Background: an optimization exercise with open tools, aiming at small area, a short achievable clock period and few clock cycles. Do not read the settings as production practice. The RTL was checked by simulation tests, not by an equivalence proof against the original design. Power and IR drop assume default switching activity.

[flow/config.mk]
export PLATFORM = sky130hd
export DESIGN_NAME = Deco
export DESIGN_NICKNAME = Deco
export VERILOG_FILES = /design/flow/design.v
export SDC_FILE = /design/flow/constraint.sdc
export NUM_CORES = 4
export LEC_CHECK = 0
export ABC_AREA = 1
export CAP_MARGIN = 20
export CORE_MARGIN = 2
export CORE_UTILIZATION = 65
export PLACE_DENSITY = 0.75
export SLEW_MARGIN = 20
[flow/constraint.sdc]
create_clock -name core_clock -period 44.0 [get_ports {clk_p_i}]
set_input_delay 8.8000 -clock core_clock [delete_from_list [all_inputs] [get_ports {clk_p_i}]]
set_output_delay 8.8000 -clock core_clock [all_outputs]
set_load 0.01 [all_outputs]
[flow/design.v]
module Clamp13(s, y);
    input  signed [12:0] s;
    output signed [11:0] y;
    assign y = (s[12:11] == 2'b01) ? 12'sh7ff :
               (s[12:11] == 2'b10) ? 12'sh800 : s[11:0];
endmodule
module SatAdd(a, b, y);
    input  signed [11:0] a, b;
    output signed [11:0] y;
    wire   signed [12:0] s = a + b;
    Clamp13 c(s, y);
endmodule
module SatAddS(x, k, y);
    input  signed [11:0] x;
    input  signed [5:0]  k;
    output signed [11:0] y;
    wire [5:0] lo = {1'b0, x[4:0]} + {1'b0, k[4:0]};
    wire [6:0] xh = x[11:5];
    wire [6:0] xi = xh + 7'd1;
    wire [6:0] xd = xh - 7'd1;
    wire up = lo[5] & ~k[5];
    wire dn = ~lo[5] & k[5];
    wire pov = up & (xh == 7'b0111111);
    wire nov = dn & (xh == 7'b1000000);
    wire [6:0] yh = up ? xi : dn ? xd : xh;
    assign y = pov ? 12'sh7ff : nov ? 12'sh800 : {yh, lo[4:0]};
endmodule
module Gamma(A, B, x, g0, g1, g2, g3);
    input  signed [5:0]  A, B;
    input  signed [11:0] x;
    output signed [11:0] g0, g1, g2, g3;
    wire signed [11:0] xc = ~x;
    wire signed [11:0] y0, y3;
    SatAddS u1(x, A, g1);
    SatAddS u2(x, B, g2);
    SatAddS u0(xc, 6'sd1 - A, y0);
    SatAddS u3(xc, 6'sd1 - B, y3);
    wire xmin = (x == 12'sh800);
    wire signed [11:0] n0 = A[5] ? {1'b1, 6'b0, -A[4:0]} : 12'sh800;
    wire signed [11:0] n3 = B[5] ? {1'b1, 6'b0, -B[4:0]} : 12'sh800;
    assign g0 = xmin ? n0 : y0;
    assign g3 = xmin ? n3 : y3;
endmodule
module AcsF(a0, a1, a2, a3, g0, g1, g2, g3, n0, n1, n2, n3,
            f0, f1, f2, f3, f4, f5, f6, f7);
    input  signed [11:0] a0, a1, a2, a3, g0, g1, g2, g3;
    output signed [11:0] n0, n1, n2, n3;
    output signed [11:0] f0, f1, f2, f3, f4, f5, f6, f7;
    wire signed [12:0] s0 = a0 + g0, s1 = a1 + g2, s2 = a2 + g0, s3 = a3 + g2;
    wire signed [12:0] s4 = a0 + g1, s5 = a1 + g3, s6 = a2 + g1, s7 = a3 + g3;
    Clamp13 c0(s0, f0); Clamp13 c1(s1, f1); Clamp13 c2(s2, f2); Clamp13 c3(s3, f3);
    Clamp13 c4(s4, f4); Clamp13 c5(s5, f5); Clamp13 c6(s6, f6); Clamp13 c7(s7, f7);
    Clamp13 m0(s0 > s1 ? s0 : s1, n0);
    Clamp13 m1(s2 > s3 ? s2 : s3, n1);
    Clamp13 m2(s4 > s5 ? s4 : s5, n2);
    Clamp13 m3(s6 > s7 ? s6 : s7, n3);
endmodule
module FwdSums(a0, a1, a2, a3, g0, g1, g2, g3, f0, f1, f2, f3, f4, f5, f6, f7);
    input  signed [11:0] a0, a1, a2, a3, g0, g1, g2, g3;
    output signed [11:0] f0, f1, f2, f3, f4, f5, f6, f7;
    SatAdd u0(a0, g0, f0); SatAdd u1(a1, g2, f1); SatAdd u2(a2, g0, f2); SatAdd u3(a3, g2, f3);
    SatAdd u4(a0, g1, f4); SatAdd u5(a1, g3, f5); SatAdd u6(a2, g1, f6); SatAdd u7(a3, g3, f7);
endmodule
module AcsB(b0, b1, b2, b3, g0, g1, g2, g3, n0, n1, n2, n3);
    input  signed [11:0] b0, b1, b2, b3, g0, g1, g2, g3;
    output signed [11:0] n0, n1, n2, n3;
    wire signed [12:0] s0 = b0 + g0, s1 = b2 + g1, s2 = b0 + g2, s3 = b2 + g3;
    wire signed [12:0] s4 = b1 + g0, s5 = b3 + g1, s6 = b1 + g2, s7 = b3 + g3;
    Clamp13 m0(s0 > s1 ? s0 : s1, n0);
    Clamp13 m1(s2 > s3 ? s2 : s3, n1);
    Clamp13 m2(s4 > s5 ? s4 : s5, n2);
    Clamp13 m3(s6 > s7 ? s6 : s7, n3);
endmodule
module LlrMax(f0, f1, f2, f3, f4, f5, f6, f7, b0, b1, b2, b3, mp, mn);
    input  signed [11:0] f0, f1, f2, f3, f4, f5, f6, f7, b0, b1, b2, b3;
    output signed [11:0] mp, mn;
    wire signed [12:0] n0 = f0 + b0, n1 = f5 + b2, n2 = f2 + b1, n3 = f7 + b3;
    wire signed [12:0] p0 = f4 + b2, p1 = f1 + b0, p2 = f6 + b3, p3 = f3 + b1;
    wire signed [12:0] n01 = n0 > n1 ? n0 : n1, n23 = n2 > n3 ? n2 : n3;
    wire signed [12:0] p01 = p0 > p1 ? p0 : p1, p23 = p2 > p3 ? p2 : p3;
    Clamp13 cn(n01 > n23 ? n01 : n23, mn);
    Clamp13 cp(p01 > p23 ? p01 : p23, mp);
endmodule
module RGt(a, b, gt);
    input  [12:0] a, b;
    output        gt;
    wire   [13:0] c;
    assign c[0] = 1'b1;
    genvar k;
    generate for (k = 0; k < 13; k = k + 1) begin : g
        assign c[k+1] = (b[k] & ~a[k]) | (b[k] & c[k]) | (~a[k] & c[k]);
    end endgenerate
    assign gt = b[12] ^ ~a[12] ^ c[13];      
endmodule
module RAdd(a, b, s);
    parameter W = 13;
    input  [W-1:0] a, b;
    output [W-1:0] s;
    wire   [W:0]   c;
    assign c[0] = 1'b0;
    genvar k;
    generate for (k = 0; k < W; k = k + 1) begin : g
        assign s[k]   = a[k] ^ b[k] ^ c[k];
        assign c[k+1] = (a[k] & b[k]) | (a[k] & c[k]) | (b[k] & c[k]);
    end endgenerate
endmodule
module LlrMaxR(f0, f1, f2, f3, f4, f5, f6, f7, b0, b1, b2, b3, mp, mn);
    input  signed [11:0] f0, f1, f2, f3, f4, f5, f6, f7, b0, b1, b2, b3;
    output signed [11:0] mp, mn;
    wire signed [12:0] n0, n1, n2, n3, p0, p1, p2, p3;
    RAdd #(13) s0({f0[11], f0}, {b0[11], b0}, n0);
    RAdd #(13) s1({f5[11], f5}, {b2[11], b2}, n1);
    RAdd #(13) s2({f2[11], f2}, {b1[11], b1}, n2);
    RAdd #(13) s3({f7[11], f7}, {b3[11], b3}, n3);
    RAdd #(13) s4({f4[11], f4}, {b2[11], b2}, p0);
    RAdd #(13) s5({f1[11], f1}, {b0[11], b0}, p1);
    RAdd #(13) s6({f6[11], f6}, {b3[11], b3}, p2);
    RAdd #(13) s7({f3[11], f3}, {b1[11], b1}, p3);
    wire g0, g1, g2, g3, g4, g5;
    RGt c0(n0, n1, g0); RGt c1(n2, n3, g1); RGt c2(p0, p1, g2); RGt c3(p2, p3, g3);
    wire signed [12:0] n01 = g0 ? n0 : n1, n23 = g1 ? n2 : n3;
    wire signed [12:0] p01 = g2 ? p0 : p1, p23 = g3 ? p2 : p3;
    RGt c4(n01, n23, g4); RGt c5(p01, p23, g5);
    Clamp13 cn(g4 ? n01 : n23, mn);
    Clamp13 cp(g5 ? p01 : p23, mp);
endmodule
module ExtPrep(x, s, wx, d, wd);
    input  signed [11:0] x;
    input  signed [3:0]  s;
    output signed [11:0] wx;
    output signed [5:0]  d;
    output signed [12:0] wd;
    assign wx = ~x + 12'd1;
    assign d  = -{s[3], s, 1'b0};
    assign wd = wx + d;
endmodule
module LlrExt(mp, mn, wx, d, wd, ext);
    input  signed [11:0] mp, mn, wx;
    input  signed [5:0]  d;
    input  signed [12:0] wd;
    output signed [11:0] ext;
    wire signed [12:0] df = mp - mn;
    wire signed [11:0] lc, cn;
    Clamp13 c0(df, lc);
    assign cn = mp[11] ? 12'sh800 : {1'b1, mp[10:0]};
    wire signed [11:0] llr = (mn == 12'sh800) ? cn : lc;
    wire signed [12:0] u = llr + wx;
    wire signed [13:0] y = llr + wd;
    wire signed [11:0] yc = (y > 14'sd2047) ? 12'sh7ff : (y < -14'sd2048) ? 12'sh800 : y[11:0];
    wire signed [11:0] khi = d[5] ? 12'sh7ff + d : 12'sh7ff;
    wire signed [11:0] klo = d[5] ? 12'sh800 : 12'sh800 + d;
    assign ext = (u[12:11] == 2'b01) ? khi : (u[12:11] == 2'b10) ? klo : yc;
endmodule
module Deco(
             clk_p_i,
             reset_n_i,
             data_i,
             data_o,
             start_i,
             done_o
);
    input           clk_p_i;
    input           reset_n_i;
    input   [20:0]  data_i;
    output  [4:0]   data_o;
    input           start_i;
    output          done_o;
    localparam signed [11:0] NINF = 12'sh800;
    reg  signed [3:0]  vr [0:20];           
    reg  [1:0]         rc;                  
    reg                busy, done;
    reg                d1, d2;              
    reg                p1, p2, p3, p4, p5;  
    reg  [3:0]         iter;
    reg  [4:0]         out_reg;
    reg  [4:0]         h1r;                 
    reg  signed [11:0] EC [0:4];            
    reg  signed [11:0] xFr, xBr;            
    reg  signed [5:0]  AZr, BZr;            
    reg  signed [5:0]  AFr, BFr, ABr, BBr;  
    reg  signed [6:0]  b2r [0:3];           
    reg  signed [11:0] GF0, GF1, GF2, GF3;  
    reg  signed [11:0] al [0:3];            
    reg  signed [11:0] be [0:3];            
    reg  signed [11:0] b3s [0:3];           
    reg  signed [11:0] fs1r [0:7];          
    reg  signed [11:0] mpP, mnP, mpQ, mnQ;  
    reg  signed [11:0] xPr, xQr;            
    reg  signed [3:0]  sPr, sQr;            
    reg                tP2, tP3, tP4, tQ1, tQ0;  
    assign data_o = out_reg;
    assign done_o = done;
    wire signed [3:0] sy0 = vr[0];
    wire signed [3:0] sy1 = d2 ? vr[4] : vr[1];
    wire signed [3:0] sy2 = vr[2];
    wire signed [3:0] sy3 = d2 ? vr[1] : vr[3];
    wire signed [3:0] sy4 = d2 ? vr[3] : vr[4];
    wire signed [3:0] en0 = d2 ? vr[14] : vr[7];
    wire signed [3:0] en1 = d2 ? vr[15] : vr[8];
    wire signed [3:0] en2 = d2 ? vr[16] : vr[9];
    wire signed [3:0] en3 = d2 ? vr[17] : vr[10];
    wire signed [3:0] en4 = d2 ? vr[18] : vr[11];
    function signed [11:0] cN(input signed [11:0] g);
        cN = g[11] ? NINF : {1'b1, g[10:0]};
    endfunction
    wire signed [5:0] A5 = vr[5] + vr[12], B5 = vr[5] - vr[12];
    wire signed [5:0] A6 = vr[6] + vr[13], B6 = vr[6] - vr[13];
    wire signed [6:0] t1_0 = -A6 - A5, t1_1 = B5 - A6, t1_2 = B6 - A5, t1_3 = B6 + B5;
    wire signed [6:0] t2_0 = -(vr[19] + vr[20]);
    wire signed [6:0] L5 = {4'b0, vr[5][3:1]},  L12 = {4'b0, vr[12][3:1]};
    wire signed [6:0] L6 = {4'b0, vr[6][3:1]},  L13 = {4'b0, vr[13][3:1]};
    wire signed [3:0] m5 = {3'b0, data_i[15]},  m12 = {3'b0, data_i[8]};
    wire signed [3:0] m6 = {3'b0, data_i[14]},  m13 = {3'b0, data_i[7]};
    wire signed [3:0] k0 = m6 + m13 + m5 + m12, k1 = m5 - m12 - m6 - m13;
    wire signed [3:0] k2 = m6 - m13 - m5 - m12, k3 = m6 - m13 + m5 - m12;
    wire signed [6:0] f1_0 = -(L6 + L13 + L5 + L12) + {k0, 3'b0};
    wire signed [6:0] f1_1 = (L5 - L12 - L6 - L13) - {k1, 3'b0};
    wire signed [6:0] f1_2 = (L6 - L13 - L5 - L12) - {k2, 3'b0};
    wire signed [6:0] f1_3 = (L6 - L13 + L5 - L12) - {k3, 3'b0};
    wire signed [11:0] b2_0 = b2r[0], b2_1 = b2r[1], b2_2 = b2r[2], b2_3 = b2r[3];
    wire ld = !busy && (rc == 2'd3);
    wire signed [3:0] nsF = ld ? {data_i[18], vr[2][3:1]} : p5 ? vr[2] : p1 ? sy1 : p2 ? sy3 : sy4;
    wire signed [3:0] neF = ld ? {data_i[11], vr[9][3:1]} : p5 ? (d1 ? vr[16] : vr[9]) : p1 ? en1 : p2 ? en3 : en4;
    wire signed [3:0] nsB = ld ? {data_i[16], vr[4][3:1]} : p5 ? (d1 ? vr[3] : vr[4]) : p1 ? sy3 : p2 ? sy2 : sy1;
    wire signed [3:0] neB = ld ? {data_i[9], vr[11][3:1]} : p5 ? (d1 ? vr[18] : vr[11]) : p1 ? en3 : p2 ? en2 : en1;
    wire signed [5:0] nsF6 = nsF, neF6 = neF, nsB6 = nsB, neB6 = neB;
    wire signed [5:0]  AF = AFr, BF = BFr, AB = ABr, BB = BBr;
    wire signed [11:0] gF0, gF1, gF2, gF3, gB0, gB1, gB2, gB3, gZ0, gZ1, gZ2, gZ3;
    Gamma uGF(AF, BF, xFr, gF0, gF1, gF2, gF3);
    Gamma uGB(AB, BB, xBr, gB0, gB1, gB2, gB3);
    Gamma uGZ(AZr, BZr, EC[0], gZ0, gZ1, gZ2, gZ3);
    wire signed [12:0] x0 = EC[0];
    wire signed [12:0] s0 = sy0;
    wire c0 = x0 < 13'sd1024 - s0;          
    wire c2 = (x0 > -13'sd1024 - s0) || (EC[0] == NINF);  
    wire c1 = x0 < -s0;                     
    wire c3 = x0 > -s0;                     
    wire signed [11:0] a1_0 = c0 ? gZ0 : cN(gZ2);
    wire signed [11:0] a1_1 = cN(c1 ? gZ0 : gZ2);
    wire signed [11:0] a1_2 = c2 ? gZ1 : cN(gZ3);
    wire signed [11:0] a1_3 = cN(c3 ? gZ1 : gZ3);
    wire signed [11:0] aN0, aN1, aN2, aN3;
    wire signed [11:0] f0, f1, f2, f3, f4, f5, f6, f7;
    AcsF uF(p2 ? a1_0 : al[0], p2 ? a1_1 : al[1], p2 ? a1_2 : al[2], p2 ? a1_3 : al[3],
            p2 ? gF0 : GF0, p2 ? gF1 : GF1, p2 ? gF2 : GF2, p2 ? gF3 : GF3,
            aN0, aN1, aN2, aN3, f0, f1, f2, f3, f4, f5, f6, f7);
    wire signed [11:0] bN0, bN1, bN2, bN3;
    AcsB uB(p1 ? b2_0 : be[0], p1 ? b2_1 : be[1], p1 ? b2_2 : be[2], p1 ? b2_3 : be[3],
            gB0, gB1, gB2, gB3, bN0, bN1, bN2, bN3);
    wire signed [11:0] pb0 = p3 ? be[0] : p4 ? b3s[0] : b2_0;
    wire signed [11:0] pb1 = p3 ? be[1] : p4 ? b3s[1] : b2_1;
    wire signed [11:0] pb2 = p3 ? be[2] : p4 ? b3s[2] : b2_2;
    wire signed [11:0] pb3 = p3 ? be[3] : p4 ? b3s[3] : b2_3;
    wire signed [11:0] e0, e1, e2, e3, e4, e5, e6, e7;
    FwdSums uPF(al[0], al[1], al[2], al[3], GF0, GF1, GF2, GF3, e0, e1, e2, e3, e4, e5, e6, e7);
    wire signed [11:0] mpPn, mnPn;
    LlrMax uP(e0, e1, e2, e3, e4, e5, e6, e7, pb0, pb1, pb2, pb3, mpPn, mnPn);
    wire signed [11:0] mpQn, mnQn;
    LlrMaxR uQ(fs1r[0], fs1r[1], fs1r[2], fs1r[3], fs1r[4], fs1r[5], fs1r[6], fs1r[7],
               be[0], be[1], be[2], be[3], mpQn, mnQn);
    wire signed [11:0] wxP, wxQ;
    wire signed [5:0]  dP, dQ;
    wire signed [12:0] wdP, wdQ;
    ExtPrep uEP(xPr, sPr, wxP, dP, wdP);
    ExtPrep uEQ(xQr, sQr, wxQ, dQ, wdQ);
    wire signed [11:0] xP, xQ;
    LlrExt uXP(mpP, mnP, wxP, dP, wdP, xP);
    LlrExt uXQ(mpQ, mnQ, wxQ, dQ, wdQ, xQ);
    reg signed [11:0] ECn [0:4];
    integer i;
    always @(*) begin
        for (i = 0; i < 5; i = i + 1) ECn[i] = EC[i];
        if (tP3) begin if (d1) ECn[4] = xP; else ECn[1] = xP; end
        if (tQ1) begin if (d1) ECn[3] = xQ; else ECn[4] = xQ; end
        if (tP2) ECn[2] = xP;
        if (tP4) begin if (d2) ECn[1] = xP; else ECn[3] = xP; end
        if (tQ0) ECn[0] = xQ;
    end
    wire fin = busy && tP4 && d1;
    wire [4:0] h2 = {~ECn[0][11], ~ECn[1][11], ~ECn[2][11], ~ECn[3][11], ~ECn[4][11]};
    wire stop = fin && ((h1r == h2) || (iter == 4'd9));
    always @(posedge clk_p_i or negedge reset_n_i) begin
        if (!reset_n_i) begin
            rc <= 2'd0; busy <= 1'b0; d1 <= 1'b1; d2 <= 1'b0;
            p1 <= 1'b1; p2 <= 1'b0; p3 <= 1'b0; p4 <= 1'b0; p5 <= 1'b0;
            iter <= 4'd0; done <= 1'b0; out_reg <= 5'd0;
            tP2 <= 1'b0; tP3 <= 1'b0; tP4 <= 1'b0; tQ1 <= 1'b0; tQ0 <= 1'b0;
        end else begin
            done <= stop;
            if (stop) out_reg <= h2;
            tP2 <= busy && p3; tP3 <= busy && p4; tP4 <= busy && p5;
            tQ1 <= busy && p4; tQ0 <= busy && p5;
            if (!busy) begin
                p1 <= 1'b1; p2 <= 1'b0; p3 <= 1'b0; p4 <= 1'b0; p5 <= 1'b0;
                d1 <= 1'b1; d2 <= 1'b0; iter <= 4'd0;
                if (start_i) begin
                    rc <= rc + 2'd1;
                    if (rc == 2'd3) busy <= 1'b1;
                end else
                    rc <= 2'd0;
            end else begin
                rc <= 2'd0;
                p1 <= p5; p2 <= p1; p3 <= p2; p4 <= p3; p5 <= p4;
                if (p5) begin d1 <= ~d1; d2 <= ~d2; end
                if (fin) iter <= iter + 4'd1;
                if (stop) busy <= 1'b0;
            end
        end
    end
    always @(posedge clk_p_i) begin
        mpP <= mpPn; mnP <= mnPn; mpQ <= mpQn; mnQ <= mnQn;
        xPr <= p3 ? EC[2] : p4 ? EC[3] : EC[4];
        sPr <= p3 ? sy2 : p4 ? sy3 : sy4;
        xQr <= p4 ? EC[1] : EC[0];
        sQr <= p4 ? sy1 : sy0;
        if (!busy) begin
            for (i = 0; i < 21; i = i + 1)
                vr[i] <= {data_i[20 - i], vr[i][3:1]};
        end
        for (i = 0; i < 5; i = i + 1)
            EC[i] <= busy ? ECn[i] : 12'sd0;
        if (d2 && p2) h1r <= {~EC[0][11], ~EC[3][11], ~EC[2][11], ~EC[4][11], ~EC[1][11]};
        xFr <= !busy ? 12'sd0 : p5 ? ECn[2] : p1 ? ECn[1] : p2 ? EC[3] : EC[4];
        xBr <= !busy ? 12'sd0 : p5 ? ECn[4] : p1 ? ECn[3] : p2 ? EC[2] : EC[1];
        if (p1) begin AZr <= sy0 + en0; BZr <= sy0 - en0; end
        AFr <= nsF6 + neF6; BFr <= nsF6 - neF6;
        ABr <= nsB6 + neB6; BBr <= nsB6 - neB6;
        if (ld) begin
            b2r[0] <= f1_0; b2r[1] <= f1_1; b2r[2] <= f1_2; b2r[3] <= f1_3;
        end else if (p5) begin
            b2r[0] <= d1 ? t2_0 : t1_0; b2r[1] <= d1 ? t2_0 : t1_1;
            b2r[2] <= d1 ? t2_0 : t1_2; b2r[3] <= d1 ? t2_0 : t1_3;
        end
        if (!p2 && !p5) begin
            GF0 <= gF0; GF1 <= gF1; GF2 <= gF2; GF3 <= gF3;
        end
        al[0] <= aN0; al[1] <= aN1; al[2] <= aN2; al[3] <= aN3;
        be[0] <= bN0; be[1] <= bN1; be[2] <= bN2; be[3] <= bN3;
        if (p1) begin
            b3s[0] <= bN0; b3s[1] <= bN1; b3s[2] <= bN2; b3s[3] <= bN3;
        end
        if (p2) begin
            fs1r[0] <= f0; fs1r[1] <= f1; fs1r[2] <= f2; fs1r[3] <= f3;
            fs1r[4] <= f4; fs1r[5] <= f5; fs1r[6] <= f6; fs1r[7] <= f7;
        end
        if (p4) begin    
            fs1r[0] <= gZ0;     fs1r[1] <= cN(gZ2); fs1r[2] <= cN(gZ0); fs1r[3] <= cN(gZ2);
            fs1r[4] <= gZ1;     fs1r[5] <= cN(gZ3); fs1r[6] <= cN(gZ1); fs1r[7] <= cN(gZ3);
        end
    end
endmodule
[flow/flow/run.sh]
#!/bin/bash
# The standard layout, with faster port buffers: the ports' delays are fixed,
# so their buffers' delay adds straight to the achieved period.
set -euo pipefail
bash standard.sh "BUFFER_PORTS_ARGS=-buffer_cell sky130_fd_sc_hd__buf_2" finish > standard.log 2>&1
[flow/standard.sh]
#!/bin/bash
# synth_recipe.tcl (not shown) runs the flow's synth.tcl, then flattens the netlist and writes it again
# the make line also repeats each setting of config.mk as NAME=value (left out here)
make -C /OpenROAD-flow-scripts/flow DESIGN_CONFIG=/design/flow/config.mk WORK_HOME=/design/flow/orfs CLKGATE_MAP_FILE= SYNTH_SCRIPT=/design/flow/synth_recipe.tcl "${@:-finish}"
==> out/metrics.cfg, run 1 <==
[status]
status=timing/DRC/antenna clean

[power]
power_w=0.00458
ir_drop_mv=0.166
clockPowerShare=0.140
p_leak_nw=34.6
switchingPower_w=0.00255
power_density_nw_per_um2=65.9
swShare=0.558
power.internal_w=0.00202
pwr-share-seq=0.173
combinationalPowerShare=0.687

[sta]
max-slew-margin-rel=0.178
hold_slack_ns=0.457
hold_viol_final=0
report.final.slew_viol_count=0
clock_skew_ns=0.0366
rsz0062_at_grt=no
fin_crit_ns=11.15
tightestPinTransition_ns=1.22
fmax_ghz=0.0897
tns_ns=0
setup_viol=0
period_share=0.253

[flow_run]
maxCapViolations=0

[cts]
cts_root_buffer=clkbuf_16
post_cts_resized=0
cts_buffers=71
htreeDepth=3
path_clk_slew_ns=0.07
cts_setup_buffers=0
hold_buffers=0
clock_tree.buffer_depth=3
tritoncts=built
insertion_delay_ns=0.68
clock_sinks=617

[finish]
drive_gt1_frac=0.0351
final_nets=10000
area_growth_pct=5.51
postLayoutCoreUtil=0.693
largest_reg_flops=96
num-fill-cells=8118
regMostFlops=fs1r
fin_cells=10300
top_regs=fs1r x96, vr x84, EC x60

[setup_path]
r2r_setup_slack_ns=33.32
crit_family=adder cells
cp_num_buf_inv=3
slowest_stage=fa_1
r2r-end=al[3][0]
reg2reg_depth=45
crit_path_cell_trace=buf_2 -> inv_1 -> fa_1 -> inv_1 -> ha_1 -> fa_1 -> ha_1 -> nand2_1 -> o21ai_0 -> nand2_1 -> nand2_1 -> a21oi_1 -> xnor2_1 -> o21ai_0
path_class=in -> reg
cp_slowest_stage_delay_ns=0.55
cp-end-kind=flip-flop
startpoint_type=input port
critical_path_arrival_ns=11.55
cp_common_cell=nand2_1
critPathMaxFanout=4
regToRegStartpoint=vr[0][1]
required_ns=44.40

[route]
ant_nets=0
via_per_inst=6.38
wl_per_cell_um=25.7
drt-initial-drc-count=9910
routed_wirelength_um=265000
num_vias=65900
drcViolationCount=0
dr.pass1.iters=17

[floorplan]
die_h_um=322
die_width_um=322
rows=116
start_util=0.657
num_io_pins=30
core_um2=100000
die_area_um2=104000

[grt]
grt_max_degree=95
grt.overflow.total=0
grtUsageTotal=0.498
antenna_found_initial=20
grt_pass1_wl_um=381000
grt_pass1_vias=60600

[synthesis]
ys.flop_type=edfxtp_1
synth-seq-cells=617
synth_top_area_share=0.166
synth_area_um2=65800
synth.distinct_cells=63
synth_cells=9026
synth_nets=10100
yosysWarnings=17
synth_edf_count=318
syn_area_per_cell_um2=7.30
yosysSeqAreaShare=0.238
synth_largest_area_cell=ha_1
async_flop_share=0.0340
synth_area_leaders=ha_1 17%, edfxtp_1 15%, nand2_1 9.8%

[worst_hold_path]
min_to=xQr[3]
hp-class=reg -> reg
min_from=EC[1][3]
whs_path_depth=2

[place]
io_buffer_count=29
placed_cells=10200
dp_hpwl_um=214000
gp_congestion=1.15

layer usage:
layer  part of all wire  track usage
met1               0.36        0.613
met2               0.40        0.722
met3               0.14        0.172
met4              0.095        0.368
met5            0.00032            0
metrics by stage:
stage | instance area, µm² | setup WS, ns
floorplan | 65800 | 32.52
finish | 69500 | 32.85
CTS | 69400 | 32.87
global placement | 67000 | 32.15
global route | 69500 | 32.54
detailed placement | 67000 | 32.18
cell families after synthesis:
kind of cell             Yosys count  synth area share
AO/OA/AOI/OAI                   2343             0.201
XOR/XNOR                         447            0.0595
adder cells (fa/ha/maj)         1076             0.227
buffers and inverters           1791             0.103
flip-flops                       617             0.238
multiplexers                       1          0.000152
AND/OR/NAND/NOR                 2751             0.172
placed cells by master (no fill, tap or decap), drive strengths merged, types with 128 or more instances in the layout:
master,Yosys,routed
nand2,1741,1741
inv,1520,1524
o21ai,914,914
ha,874,874
a21oi,833,833
nor2,529,529
xor2,319,319
edfxtp,318,318
dfxtp,278,278
nand3,221,221
fa,202,202
xnor2,128,128
cell usage after synthesis (66+ instances only):
master / number
dfxtp_1: 278
edfxtp_1: 318
a31oi_1: 66
xnor2_1: 128
o21ai_0: 850
nor2_1: 529
clkbuf_1: 228
ha_1: 874
inv_1: 1501
o21bai_1: 119
o211ai_1: 81
a21oi_1: 832
fa_1: 202
xor2_1: 319
nand3_1: 216
nand2_1: 1722
or2_2: 67
final cells by class:
cell class	instances	area (µm²)	share of cell area
Tap cell	1357	1700	0.0244
Clock inverter	50	596	0.00857
Clock buffer	80	1850	0.0267
Inverter	1536	5770	0.0830
Timing Repair Buffer	67	432	0.00621
Sequential cell	617	15700	0.225
Antenna cell	11	27.5	0.000396
Multi-Input combinational cell	6618	43400	0.625
power groups by stage:
stage	combinational, W	clock [W]	sequential [W]
4_1_cts	0.00297	0.000634	0.000784
3_5_place_dp	0.00293	0	0.000795
3_3_place_gp	0.00285	0	0.000795
2_1_floorplan	0.00208	0	0.000772
6_report	0.00314	0.000642	0.000790
5_1_grt	0.00338	0.000655	0.000790
worst max-delay path by stage:
stage / endpoint / from / slack (ns) / cells past startpoint
floorplan: b2r[2][6] / data_i[7] / 32.52 / 13
global placement: b2r[2][6] / data_i[7] / 32.15 / 14
detailed placement: b2r[2][6] / data_i[7] / 32.18 / 14
CTS: b2r[2][6] / data_i[7] / 32.87 / 14
global route: al[3][1] / vr[0][1] / 32.54 / 46
finish: b2r[2][6] / data_i[7] / 32.85 / 14
worst register-to-register path: cells and delay by family (launching register included):
kind            cells  cell delay (ns)
compound gates     17             3.28
xor+xnor            3             1.00
fa+ha+maj           5             1.38
buf+inv             8             1.79
simple gates       12             2.58
flops               1             0.47
Testbench counts, summed over its fixed seeds: cycles 11,298.
==> inputs of run 2 (changes only) <==
--- a/flow/design.v
+++ b/flow/design.v
@@ -125,4 +125,14 @@
     Clamp13 cp(g5 ? p01 : p23, mp);
 endmodule
+module LlrMax2(f0, f1, f2, f3, f4, f5, f6, f7, b0, b1, b2, b3, pa, pb, na, nb);
+    input  signed [11:0] f0, f1, f2, f3, f4, f5, f6, f7, b0, b1, b2, b3;
+    output signed [11:0] pa, pb, na, nb;
+    wire signed [12:0] n0 = f0 + b0, n1 = f5 + b2, n2 = f2 + b1, n3 = f7 + b3;
+    wire signed [12:0] p0 = f4 + b2, p1 = f1 + b0, p2 = f6 + b3, p3 = f3 + b1;
+    Clamp13 c0(n0 > n1 ? n0 : n1, na);
+    Clamp13 c1(n2 > n3 ? n2 : n3, nb);
+    Clamp13 c2(p0 > p1 ? p0 : p1, pa);
+    Clamp13 c3(p2 > p3 ? p2 : p3, pb);
+endmodule
 module ExtPrep(x, s, wx, d, wd);
     input  signed [11:0] x;
@@ -185,5 +195,6 @@
     reg  signed [11:0] b3s [0:3];           
     reg  signed [11:0] fs1r [0:7];          
-    reg  signed [11:0] mpP, mnP, mpQ, mnQ;  
+    reg  signed [11:0] paP, pbP, naP, nbP;  
+    reg  signed [11:0] mpQ, mnQ;
     reg  signed [11:0] xPr, xQr;            
     reg  signed [3:0]  sPr, sQr;            
@@ -254,6 +265,6 @@
     wire signed [11:0] e0, e1, e2, e3, e4, e5, e6, e7;
     FwdSums uPF(al[0], al[1], al[2], al[3], GF0, GF1, GF2, GF3, e0, e1, e2, e3, e4, e5, e6, e7);
-    wire signed [11:0] mpPn, mnPn;
-    LlrMax uP(e0, e1, e2, e3, e4, e5, e6, e7, pb0, pb1, pb2, pb3, mpPn, mnPn);
+    wire signed [11:0] paPn, pbPn, naPn, nbPn;
+    LlrMax2 uP(e0, e1, e2, e3, e4, e5, e6, e7, pb0, pb1, pb2, pb3, paPn, pbPn, naPn, nbPn);
     wire signed [11:0] mpQn, mnQn;
     LlrMaxR uQ(fs1r[0], fs1r[1], fs1r[2], fs1r[3], fs1r[4], fs1r[5], fs1r[6], fs1r[7],
@@ -265,4 +276,6 @@
     ExtPrep uEQ(xQr, sQr, wxQ, dQ, wdQ);
     wire signed [11:0] xP, xQ;
+    wire signed [11:0] mpP = (paP > pbP) ? paP : pbP;
+    wire signed [11:0] mnP = (naP > nbP) ? naP : nbP;
     LlrExt uXP(mpP, mnP, wxP, dP, wdP, xP);
     LlrExt uXQ(mpQ, mnQ, wxQ, dQ, wdQ, xQ);
@@ -309,5 +322,6 @@
     end
     always @(posedge clk_p_i) begin
-        mpP <= mpPn; mnP <= mnPn; mpQ <= mpQn; mnQ <= mnQn;
+        paP <= paPn; pbP <= pbPn; naP <= naPn; nbP <= nbPn;
+        mpQ <= mpQn; mnQ <= mnQn;
         xPr <= p3 ? EC[2] : p4 ? EC[3] : EC[4];
         sPr <= p3 ? sy2 : p4 ? sy3 : sy4;
==> out/metrics.cfg, run 2 <==
[status]
status=timing/DRC/antenna clean  ; unchanged

[floorplan]
start_util=0.655  ; was 0.657
die_width_um=324  ; was 322 µm
core_um2=102000  ; was 100000 µm²
die_h_um=324  ; was 322 µm
rows=117  ; was 116
num_io_pins=30  ; unchanged
die_area_um2=105000  ; was 104000 µm²

[power]
power_density_nw_per_um2=72.0  ; was 65.9 nW/µm²
ir_drop_mv=0.464  ; was 0.166 mV
p_leak_nw=35.2  ; was 34.6 nW

[cts]
post_cts_resized=0  ; unchanged
htreeDepth=3  ; unchanged
cts_setup_buffers=0  ; unchanged
cts_buffers=75  ; was 71
clock_sinks=641  ; was 617
tritoncts=built  ; unchanged
clock_tree.buffer_depth=3  ; unchanged
hold_buffers=0  ; unchanged
cts_root_buffer=clkbuf_16  ; unchanged
path_clk_slew_ns=0.06  ; was 0.07 ns
insertion_delay_ns=0.70  ; was 0.68 ns

[grt]
grt.overflow.total=0  ; unchanged
grt_pass1_vias=61600  ; was 60600
grtUsageTotal=0.506  ; was 0.498
grt_pass1_wl_um=388000  ; was 381000 µm
antenna_found_initial=21  ; was 20
grt_max_degree=88  ; was 95

[synthesis]
synth_top_area_share=0.164  ; was 0.166
synth_area_leaders=ha_1 16%, edfxtp_1 14%, nand2_1 9.6%  ; was ha_1 17%, edfxtp_1 15%, nand2_1 9.8%
yosysWarnings=17  ; unchanged
synth.distinct_cells=66  ; was 63
synth_largest_area_cell=ha_1  ; unchanged
synth_edf_count=318  ; unchanged
yosysMostFrequentCell=nand2_1  ; unchanged
async_flop_share=0.0328  ; was 0.0340
synth-seq-cells=641  ; was 617
syn_area_per_cell_um2=7.33  ; was 7.30 µm²
synth_nets=10200  ; was 10100
synth_area_um2=66500  ; was 65800 µm²
ys.flop_type=edfxtp_1  ; unchanged
netlist_top_cells_count=1697 x nand2_1, 1556 x inv_1, 872 x ha_1, 832 x a21oi_1, 827 x o21ai_0  ; was 1722 x nand2_1, 1501 x inv_1, 874 x ha_1, 850 x o21ai_0, 832 x a21oi_1
synth_cells=9079  ; was 9026
yosysSeqAreaShare=0.242  ; was 0.238

[route]
ant_nets=0  ; unchanged
dr.pass1.iters=9  ; was 17
via_per_inst=6.41  ; was 6.38
num_vias=66700  ; was 65900
drcViolationCount=0  ; unchanged
drt-initial-drc-count=9589  ; was 9910
wl_per_cell_um=25.9  ; was 25.7 µm
routed_wirelength_um=270000  ; was 265000 µm

[finish]
area_growth_pct=5.75  ; was 5.51%
final_nets=10100  ; was 10000
drive_gt1_frac=0.0366  ; was 0.0351
largest_reg_flops=96  ; unchanged
top_regs=fs1r x96, vr x84, EC x60  ; unchanged
layout_commonest_cell=nand2_1  ; unchanged
mostFrequentLayoutCells=1696 x nand2_1, 1551 x inv_1, 872 x ha_1  ; was 1721 x nand2_1, 1497 x inv_1, 874 x ha_1
regMostFlops=fs1r  ; unchanged
postLayoutCoreUtil=0.692  ; was 0.693

[setup_path]
path_class=in -> reg  ; unchanged
required_ns=44.42  ; was 44.40 ns
critPathMaxFanout=4  ; unchanged
startpoint_type=input port  ; unchanged
critical_path_arrival_ns=11.57  ; was 11.55 ns
cp-end-kind=flip-flop  ; unchanged

[sta]
fin_crit_ns=11.15  ; about the same
hold_viol_final=0  ; unchanged
max-slew-margin-rel=0.168  ; was 0.178
clock_skew_ns=0.0410  ; was 0.0366 ns
fmax_ghz=0.0897  ; about the same
report.final.slew_viol_count=0  ; unchanged
setup_viol=0  ; unchanged
tns_ns=0  ; unchanged
rsz0062_at_grt=no  ; unchanged
tightestPinTransition_ns=1.24  ; was 1.22 ns
period_share=0.253  ; about the same

[flow_run]
maxCapViolations=0  ; unchanged

[place]
gp_congestion=1.17  ; was 1.15
dp_hpwl_um=220000  ; was 214000 µm
io_buffer_count=29  ; unchanged

[worst_hold_path]
hp-class=reg -> reg  ; unchanged

==> run 2: logic make-up after synthesis <==
logic type,synth area share
AND/OR/NAND/NOR,0.171
adder cells (fa/ha/maj),0.225
AO/OA/AOI/OAI,0.199
flip-flops,0.242
XOR/XNOR,0.0585
multiplexers,0.000451
buffers and inverters,0.105
==> run 2: path summary, 6_finish.rpt <==
kind | startpoint | to | slack, ns | depth (start not counted)
worst max register to register | vr[0][1] | al[0][3] | 33.70 | 39
worst min-delay path | vr[7][1] | vr[7][0] | 0.45 | 0
min in group asynchronous | reset_n_i | rc[1] | 8.07 | 1
worst min register to register | vr[7][1] | vr[7][0] | 0.45 | 0
max in group asynchronous | reset_n_i | p4 | 35.52 | 1
worst max-delay path | data_i[7] | b2r[2][6] | 32.85 | 14
==> run 2: critical path, stage by stage <==
cell,delay (ns)
buf_2,0.11
inv_1,0.11
fa_1,0.56
inv_1,0.05
ha_1,0.31
fa_1,0.47
ha_1,0.36
a21oi_1,0.15
o21ai_0,0.14
nand2_1,0.09
nand2_1,0.05
a21oi_1,0.16
xnor2_1,0.13
o21ai_0,0.09
==> run 2: cell type report <==
| cell class | count | area (µm²) |
|---|---|---|
| Antenna cell | 9 | 22.5 |
| Sequential cell | 641 | 16100 |
| Timing Repair Buffer | 74 | 503 |
| Clock buffer | 93 | 2000 |
| Multi-Input combinational cell | 6603 | 43500 |
| Clock inverter | 46 | 579 |
| Inverter | 1578 | 5930 |
| Fill cell | 8259 | 31200 |
| Tap cell | 1368 | 1710 |
==> run 2: per-stage QoR <==
step,std cells,hold slack (ns),total power (W),setup WS (ns),instance area [µm²]
finish,10400,0.448,0.00507,32.85,70300
global route,10400,0.462,0.00526,32.65,70300
CTS,10400,0.449,0.00476,32.89,70300
detailed placement,10300,0.430,0.00408,32.15,67700
global placement,10300,0.421,0.00398,32.18,67700
floorplan,9079,0.412,0.00293,32.52,66500
==> run 2: layer usage <==
metal  routed length, µm  global-route usage  vias up
li1                    -                   -    30000
met1               95700               0.618    30600
met2              109000               0.727     4967
met3               38400               0.162     1233
met4               27100               0.415       20
met5                 314             0.00324        -
==> run 2: power by group <==
group / switching, W / internal (W)
combinational: 0.00265 / 0.000954
clock: 0.000287 / 0.000377
sequential: 0.0000357 / 0.000765
Testbench counts of run 2, summed over its fixed seeds: cycles 11,298.

-- separate check: timing with driven ports --
How much do the figures lean on ideal ports? The routed layouts below were timed once more, with nothing changed but the port constraints. Step 1 (the two cells are an assumption about what drives the block):
set clk [get_ports {clk_p_i}]
set_driving_cell -lib_cell sky130_fd_sc_hd__clkbuf_16 $clk
set_driving_cell -lib_cell sky130_fd_sc_hd__buf_2 [delete_from_list [all_inputs] $clk]
Step 2 moves the port delays by t, midway between the first and last clock arrival at a register: inputs arrive t later, outputs are due t later. That takes back most of the time a late clock gives input paths. Slacks: ideal / step 1 / step 2; pairs: ideal / step 1.
run | t, ns | setup slack, ns | clock arrival spread, ns | worst register clock-pin slew, ns
run 1 | 0.748 | 32.853 / 32.899 / 32.151 | 0.037 / 0.037 | 0.07 / 0.07
run 2 | 0.769 | 32.848 / 32.911 / 32.142 | 0.041 / 0.042 | 0.07 / 0.07
After both steps every run listed still meets setup and hold. For run 2, which loses most, drivers alone change the setup slack by +0.063 ns; drivers and shift together by -0.706 ns.
